From an optimization exercise on the open Yosys and OpenROAD flow, aimed at small area; shortcuts taken in it are not production practice. The RTL was checked by simulation tests, not by an equivalence proof against the original design. No activity file was given, so power comes from the tool's default toggle rates.

// timer_top
module timer_top (
	input  wire sys_clk,
	input  wire sys_rst_n,
	input  wire tim_psel,
	input  wire tim_penable,
	input  wire tim_pwrite,
	input  wire [11:0] tim_paddr,
	input  wire [31:0] tim_pwdata,
	input  wire [3:0]  tim_pstrb,
	output wire [31:0] tim_prdata,
	output wire tim_pslverr,
	output wire tim_pready,
	output wire tim_int,
	input  wire dbg_mode
);
For scale: about 900 cells after synthesis, about 150 flip-flops, roughly 89 I/O pins, roughly 0.0085 sq mm of cells after synthesis.
clock: 6.5 ns
lec_check: 0
cap_margin: 0
core_margin: 2
core_utilization: 40
place_density: 0.6
slew_margin: 0
standard.sh (not shown) runs the stock make flow with config.mk's settings and CLKGATE_MAP_FILE= SYNTH_SCRIPT=/design/flow/synth_recipe.tcl, a recipe that flattens the netlist after the stock synthesis.
==> flow/flow/run.sh <==
#!/bin/bash
# Standard ORFS layout (standard.sh) with these changes:
#  - synthesis maps with flow/abc_map.script, an area-oriented ABC script, in place
#    of ORFS's speed script (same synthesis script otherwise, same registers)
#  - the port buffers that global placement inserts are buf_1 cells
#  - CTS inserts no dummy loads and uses the buffers named in CTS_BUFS
set -euo pipefail
W=$PWD
CTS_BUFS="-buf_list sky130_fd_sc_hd__clkbuf_8"
rm -rf "$W/scripts"
cp -r "$FLOW_HOME/scripts" "$W/scripts"
cp "$W/flow/abc_map.script" "$W/scripts/abc_speed.script"
bash standard.sh SCRIPTS_DIR="$W/scripts" synth > synth.log 2>&1
export BUFFER_PORTS_ARGS="-buffer_cell sky130_fd_sc_hd__buf_1"
export CTS_ARGS="-sink_clustering_enable -repair_clock_nets -dont_use_dummy_load $CTS_BUFS"
bash standard.sh finish > layout.log 2>&1
==> flow/flow/abc_map.script <==
&get -n
&st
&dc2
&syn2
&dc2
&dch -f
&nf -R 1000 -p
&put
topo
stime -c
Edit:
--- a/flow/flow/run.sh
+++ b/flow/flow/run.sh
@@ -9 +9 @@
-CTS_BUFS="-buf_list sky130_fd_sc_hd__clkbuf_8"
+CTS_BUFS="-buf_list sky130_fd_sc_hd__clkbuf_16 -sink_clustering_size 30 -sink_clustering_max_diameter 120"
Settings changed: CAP_MARGIN 0 to 20, SLEW_MARGIN 0 to 20.
=> Via count is about the same; sequential share of layout area came out lower by 0.73 points; design area increases slightly; die area is unchanged; fmax barely changes; worst setup slack is worse by 17 ps.
Edit:
--- a/flow/flow/run.sh
+++ b/flow/flow/run.sh
@@ -9 +9 @@
-CTS_BUFS="-buf_list sky130_fd_sc_hd__clkbuf_16 -sink_clustering_size 30 -sink_clustering_max_diameter 120"
+CTS_BUFS="-buf_list sky130_fd_sc_hd__clkbuf_8 -sink_clustering_size 25 -sink_clustering_max_diameter 100"
Design area shrinks slightly.
First-iteration DRC count shrinks by roughly a tenth.
Combinational power is about the same.
Global-route usage barely changes.
Via count stays flat.
Die area is unchanged.
Clock power shrinks by a quarter to a third.
Setup slack improved by 45 ps.
Edit:
--- a/flow/flow/run.sh
+++ b/flow/flow/run.sh
@@ -9 +9 @@
-CTS_BUFS="-buf_list sky130_fd_sc_hd__clkbuf_8 -sink_clustering_size 25 -sink_clustering_max_diameter 100"
+CTS_BUFS="-buf_list sky130_fd_sc_hd__clkbuf_8 -sink_buffer_max_cap_derate 0.05"
The changed run completed with no timing, DRC or antenna violations.
Hold slack does not change.
Design area stays the same.
Via count does not change.
Total power does not change.
Combinational power hardly moves.
Area after synthesis is unchanged.
Utilization does not change.
Wire length does not change.
Register-to-register slack stays flat.
Die area stays the same.
Clock power barely changes.

* * *

== job 101 ==
timer_top again, from the RTL that the note above started with.
export LEC_CHECK = 0
export CAP_MARGIN = 20
export CORE_MARGIN = 2
export CORE_UTILIZATION = 40
export PLACE_DENSITY = 0.6
export SLEW_MARGIN = 20
create_clock -name core_clock -period 6.5 [get_ports {sys_clk}]
==> flow/flow/run.sh <==
#!/bin/bash
# Standard ORFS layout (standard.sh) with these changes:
#  - synthesis maps with flow/abc_map.script, an area-oriented ABC script, in place
#    of ORFS's speed script (same synthesis script otherwise, same registers)
#  - the port buffers that global placement inserts are buf_1 cells
#  - CTS inserts no dummy loads and uses the buffers named in CTS_BUFS
set -euo pipefail
W=$PWD
CTS_BUFS="-buf_list \"sky130_fd_sc_hd__clkbuf_2 sky130_fd_sc_hd__clkbuf_4 sky130_fd_sc_hd__clkbuf_8\""
rm -rf "$W/scripts"
cp -r "$FLOW_HOME/scripts" "$W/scripts"
cp "$W/flow/abc_map.script" "$W/scripts/abc_speed.script"
bash standard.sh SCRIPTS_DIR="$W/scripts" synth > synth.log 2>&1
export BUFFER_PORTS_ARGS="-buffer_cell sky130_fd_sc_hd__buf_1"
export CTS_ARGS="-sink_clustering_enable -repair_clock_nets -dont_use_dummy_load $CTS_BUFS"
bash standard.sh finish > layout.log 2>&1
Scripts as last shown in full above: flow/flow/abc_map.script
Job 101: no failed stages, no open violations at the end
For job 102, these inputs were changed with respect to job 101:
--- a/flow/flow/run.sh
+++ b/flow/flow/run.sh
@@ -7,5 +7,5 @@
 set -euo pipefail
 W=$PWD
-CTS_BUFS="-buf_list \"sky130_fd_sc_hd__clkbuf_2 sky130_fd_sc_hd__clkbuf_4 sky130_fd_sc_hd__clkbuf_8\""
+CTS_BUFS="-buf_list sky130_fd_sc_hd__clkbuf_16 -sink_buffer_max_cap_derate 0.1"
 rm -rf "$W/scripts"
 cp -r "$FLOW_HOME/scripts" "$W/scripts"
==> comparison <==
- For data-path buffer share of cell area in the final layout, job 102 and job 101 come out practically identical.
- Going from job 101 to job 102, final critical delay including setup and external delays grows by 0.045 ns.
- Job 102 vs job 101 on core utilization: job 102 is the higher one.
- There was hardly any difference in first-pass GRT wire length between job 101 and job 102.
- Wire length: job 102 vs job 101 — no meaningful difference
Relative to job 102, the following input files were edited for job 103:
--- a/flow/flow/run.sh
+++ b/flow/flow/run.sh
@@ -7,5 +7,5 @@
 set -euo pipefail
 W=$PWD
-CTS_BUFS="-buf_list sky130_fd_sc_hd__clkbuf_16 -sink_buffer_max_cap_derate 0.1"
+CTS_BUFS="-buf_list sky130_fd_sc_hd__clkbuf_8"
 rm -rf "$W/scripts"
 cp -r "$FLOW_HOME/scripts" "$W/scripts"
Job 103 reached the final stage; the timing, design-rule and antenna checks on its layout passed. | register-to-register slack | lower: job 102 |. Relative to job 102, hold slack has gone up in job 103. Compared to job 102, job 103 has count of fill cells added during filler insertion 15 higher. On job 103: worst max-slew margin expressed relative to the limit is 0.63 points lower than what job 102 gave. Job 103 vs. job 102: minimum setup slack in the final design higher; minimum clock period after layout now sits lower; fmax rose by about 0.8%; met1 usage increased by 0.16 points relative to the old numbers. On overall track demand over capacity in global routing, job 103 and job 102 are neck and neck. In job 103 relative to job 102, design area had gone down slightly. Re count of clock-net buffers in the final layout: no difference whatsoever between job 102 and job 103.

* * *

Another version of the RTL of timer_top (not shown whole).
For scale: ~150 flip-flops, ~8500 µm² of cells after synthesis.
export LEC_CHECK = 0
export CAP_MARGIN = 20
export CORE_MARGIN = 2
export CORE_UTILIZATION = 60
export PLACE_DENSITY = 0.7
export SLEW_MARGIN = 20
create_clock -name core_clock -period 6.5 [get_ports {sys_clk}]
==> flow/flow/run.sh <==
#!/bin/bash
# Standard ORFS layout (standard.sh) with these changes:
#  - synthesis maps with flow/abc_map.script, an area-oriented ABC script, in place
#    of ORFS's speed script (same synthesis script otherwise, same registers)
#  - the port buffers that global placement inserts are buf_1 cells
#  - CTS inserts no dummy loads and uses the buffers named in CTS_BUFS
set -euo pipefail
W=$PWD
CTS_BUFS="-buf_list sky130_fd_sc_hd__clkbuf_8"
rm -rf "$W/scripts"
cp -r "$FLOW_HOME/scripts" "$W/scripts"
cp "$W/flow/abc_map.script" "$W/scripts/abc_speed.script"
bash standard.sh SCRIPTS_DIR="$W/scripts" synth > synth.log 2>&1
export BUFFER_PORTS_ARGS="-buffer_cell sky130_fd_sc_hd__buf_1"
export CTS_ARGS="-sink_clustering_enable -repair_clock_nets -dont_use_dummy_load $CTS_BUFS"
bash standard.sh finish > layout.log 2>&1
Scripts as last shown in full above: flow/flow/abc_map.script
==> next run, changes <==
--- a/flow/config.mk
+++ b/flow/config.mk
@@ -10,2 +10,2 @@
-export CORE_UTILIZATION = 60
-export PLACE_DENSITY = 0.7
+export CORE_UTILIZATION = 40
+export PLACE_DENSITY = 0.6
Result: The changed run completed without violations. Clock-buffer cell count does not change. Worst hold slack improves by 0.014 ns. Worst setup slack improves by 0.17 ns. Non-clock buffer count grows by 3. Total power grows slightly. Via count shrinks by a few percent. Global-route usage shrinks by 13 points. Synthesized area is unchanged.

==> port drivers added, routing unchanged <==
The results above use ideal ports. As a check the final layouts listed here were re-extracted and re-timed, cells and wires unchanged. Step 1 sets driving cells, clkbuf_16 on the clock port and buf_2 on the other inputs (assumed; they add their load-dependent delay and slew). Step 2 moves the port delays by t, midway between the first and last clock arrival at a register: inputs arrive t later, outputs are due t later. That takes back most of the time a late clock gives input paths. a / b / c = ideal / step 1 / step 2; a / b = the first two.
| run | t (ns) | slack for setup (ns) | latest minus earliest clock arrival (ns) |
|---|---|---|---|
| the first run of note 1 | 0.496 | 0.614 / 0.614 / 0.614 | 0.033 / 0.032 |
| the second run of note 1 | 0.468 | 0.597 / 0.597 / 0.597 | 0.020 / 0.021 |
| the third run of note 1 | 0.499 | 0.643 / 0.643 / 0.643 | 0.033 / 0.034 |
| the fourth run of note 1 | 0.499 | 0.643 / 0.643 / 0.643 | 0.033 / 0.034 |
| job 101 | 0.499 | 0.643 / 0.643 / 0.643 | 0.033 / 0.034 |
| job 102 | 0.468 | 0.597 / 0.597 / 0.597 | 0.020 / 0.021 |
| job 103 | 0.499 | 0.643 / 0.643 / 0.643 | 0.033 / 0.034 |
| the first run of note 3 | 0.495 | 0.230 / 0.230 / 0.230 | 0.026 / 0.027 |
| the second run of note 3 | 0.507 | 0.403 / 0.403 / 0.403 | 0.038 / 0.038 |
After both steps setup and hold are still met in every run listed.
